From an optimization exercise on the open Yosys and OpenROAD flow, aimed at small area and a short achievable clock period; shortcuts taken in it are not production practice.
The RTL was checked by simulation tests, not by an equivalence proof against the original design.

== old ==
==> module stage2, before the edit <==
module stage2(
input logic clk, rst,
input logic [31:0] p, g,
input logic [8:0] n,             
input logic cin, hadd, fill, shr, shl, upd_a,
input logic [1:0] cmode,
output logic [31:0] aluout,
output logic carry
);
function automatic logic [65:0] sk_level(input logic [32:0] p_in, g_in, input int l);
    logic [32:0] p_out, g_out;
    for (int i = 0; i < 33; i++) begin
        if ((i >> l) & 1) begin
            g_out[i] = p_in[i] ? g_in[((i >> l) << l) - 1] : g_in[i];
            p_out[i] = p_in[i] & p_in[((i >> l) << l) - 1];
        end else begin
            g_out[i] = g_in[i];
            p_out[i] = p_in[i];
        end
    end
    sk_level = {g_out, p_out};
endfunction
logic [32:0] pp0, pp1, pp2, pp3, pp4, pp5, gg0, gg1, gg2, gg3, gg4, gg5, gg6, pp6;
logic [32:0] c;
assign pp0 = {p, 1'b0};
assign gg0 = {g, cin};
assign {gg1, pp1} = sk_level(pp0, gg0, 0);
assign {gg2, pp2} = sk_level(pp1, gg1, 1);
assign {gg3, pp3} = sk_level(pp2, gg2, 2);
assign {gg4, pp4} = sk_level(pp3, gg3, 3);
assign {gg5, pp5} = sk_level(pp4, gg4, 4);
assign {gg6, pp6} = sk_level(pp5, gg5, 5);
assign c = gg6;
logic [31:0] sum, sh, sh_rev, res;
assign sum = p ^ c[31:0];
logic [3:0] s0, s1;
assign s0 = n[3:0];
assign s1 = n[7:4];
logic [34:0] e0;
logic [43:0] e1;
logic [31:0] l0, l1;
assign e0 = {{3{fill}}, p};
for (genvar i = 0; i < 32; i++) begin : g_l0
    assign l0[i] = (s0[0] & e0[i]) | (s0[1] & e0[i+1]) | (s0[2] & e0[i+2]) | (s0[3] & e0[i+3]);
end
assign e1 = {{12{fill}}, l0};
for (genvar i = 0; i < 32; i++) begin : g_l1
    assign l1[i] = (s1[0] & e1[i]) | (s1[1] & e1[i+4]) | (s1[2] & e1[i+8]) | (s1[3] & e1[i+12]);
end
assign sh = n[8] ? {{16{fill}}, l1[31:16]} : l1;
for (genvar i = 0; i < 32; i++) begin : g_rev
    assign sh_rev[i] = sh[31-i];
end
always_comb begin
    if (shr) res = sh;
    else if (shl) res = sh_rev;
    else if (hadd) res = {{16{sum[15]}}, sum[15:0]};
    else res = sum;
end
logic cres;
always_comb begin
    case (cmode)
        2'd0: cres = carry;
        2'd1: cres = 1'b0;
        2'd2: cres = p[31] ^ c[32];
        default: cres = c[16];
    endcase
end
always_ff@(posedge clk) begin
    if (rst) begin
        aluout <= 32'b0;
        carry <= 1'b0;
    end else begin
        if (upd_a) aluout <= res;
        carry <= cres;
    end
end
endmodule
Settings: LEC_CHECK=0, CAP_MARGIN=20, CORE_MARGIN=2, CORE_UTILIZATION=40, CTS_BUF_LIST=sky130_fd_sc_hd__clkbuf_4 sky130_fd_sc_hd__clkbuf_8, SETUP_SLACK_MARGIN=2.0, SLEW_MARGIN=20; clock period 4.5 ns.
standard.sh (not shown) runs the stock make flow with config.mk's settings and CLKGATE_MAP_FILE= SYNTH_SCRIPT=/design/flow/synth_recipe.tcl, a recipe that flattens the netlist after the stock synthesis.
==> flow/flow/run.sh <==
#!/bin/bash
# The standard layout, with plain buffers (not delay cells) on the ports.
set -euo pipefail
bash standard.sh "BUFFER_PORTS_ARGS=-buffer_cell sky130_fd_sc_hd__buf_1" finish > standard.log 2>&1
old completed; timing, DRC and antenna clean
> inputs changed (old -> new)
-- flow/design.v --
<<< old, line 142
assign {gg6, pp6} = sk_level(pp5, gg5, 5);
assign c = gg6;
logic [31:0] sum, sh, sh_rev, res;
assign sum = p ^ c[31:0];
logic [3:0] s0, s1;
>>> new, line 142
assign {gg6, pp6} = sk_level(pp5, gg5, 5);
assign c = gg6;
logic [31:0] sum, sh, sh_rev;
assign sum = p ^ c[31:0];
logic [3:0] s0, s1;
<<< old, line 162
    assign sh_rev[i] = sh[31-i];
end
always_comb begin
    if (shr) res = sh;
    else if (shl) res = sh_rev;
    else if (hadd) res = {{16{sum[15]}}, sum[15:0]};
    else res = sum;
end
logic cres;
>>> new, line 162
    assign sh_rev[i] = sh[31-i];
end
logic k_shr, k_shl, k_sum_lo, k_sum_hi, k_sext, k_hold;
assign k_hold   = ~rst & ~upd_a;
assign k_shr    = ~rst & upd_a & shr;
assign k_shl    = ~rst & upd_a & shl;
assign k_sum_lo = ~rst & upd_a & ~shr & ~shl;
assign k_sum_hi = k_sum_lo & ~hadd;
assign k_sext   = k_sum_lo & hadd;
logic [31:0] aluout_d;
for (genvar i = 0; i < 32; i++) begin : g_d
    if (i < 16) begin : g_lo
        assign aluout_d[i] = (k_shr & sh[i]) | (k_shl & sh_rev[i]) | (k_sum_lo & sum[i]) | (k_hold & aluout[i]);
    end else begin : g_hi
        assign aluout_d[i] = (k_shr & sh[i]) | (k_shl & sh_rev[i]) | (k_sum_hi & sum[i]) | (k_sext & sum[15]) | (k_hold & aluout[i]);
    end
end
logic cres;
<<< old, line 178
end
always_ff@(posedge clk) begin
    if (rst) begin
        aluout <= 32'b0;
        carry <= 1'b0;
    end else begin
        if (upd_a) aluout <= res;
        carry <= cres;
    end
end
endmodule
>>> new, line 187
end
always_ff@(posedge clk) begin
    aluout <= aluout_d;
    carry <= ~rst & cres;
end
endmodule
Findings:
The design area of new was superior to that of old.
Compared with old, new shows aggregate routed wire length that has gone up by a few percent.
Comparing largest net degree at the start of global routing for new and old, the bigger number came from old.
Area after synthesis, new and old: higher on old
When new is measured against old, its number of buffers outside the clock class in the layout turns out 1.7% higher.
old → new: maximum fanout along the worst path has increased, post-cts sizing count fell 52.

## what the ideal ports hide
The results above use ideal ports. As a check the final layouts listed here were re-extracted and re-timed, cells and wires unchanged.
Step 1: set_driving_cell puts a clkbuf_16 on clk and a buf_2 on each other input, an assumption about the parent block.
Step 2 also shifts input and output timing later by t, the mid clock arrival at the registers, as if the neighbouring blocks saw the same clock.
Three values: no drivers, after step 1, after step 2; two values: the first two.
run	shift t [ns]	setup slack, ns	worst setup path after step 2	worst register clock-pin slew, ns
old	0.481	1.956 / 1.981 / 1.499	input to register	0.08 / 0.08
new	0.498	2.023 / 2.030 / 1.550	input to register	0.09 / 0.09
After both steps setup and hold are still met in every run listed. The setup slack of new, which loses most, moves by +0.007 ns with the drivers and by -0.473 ns with both steps.
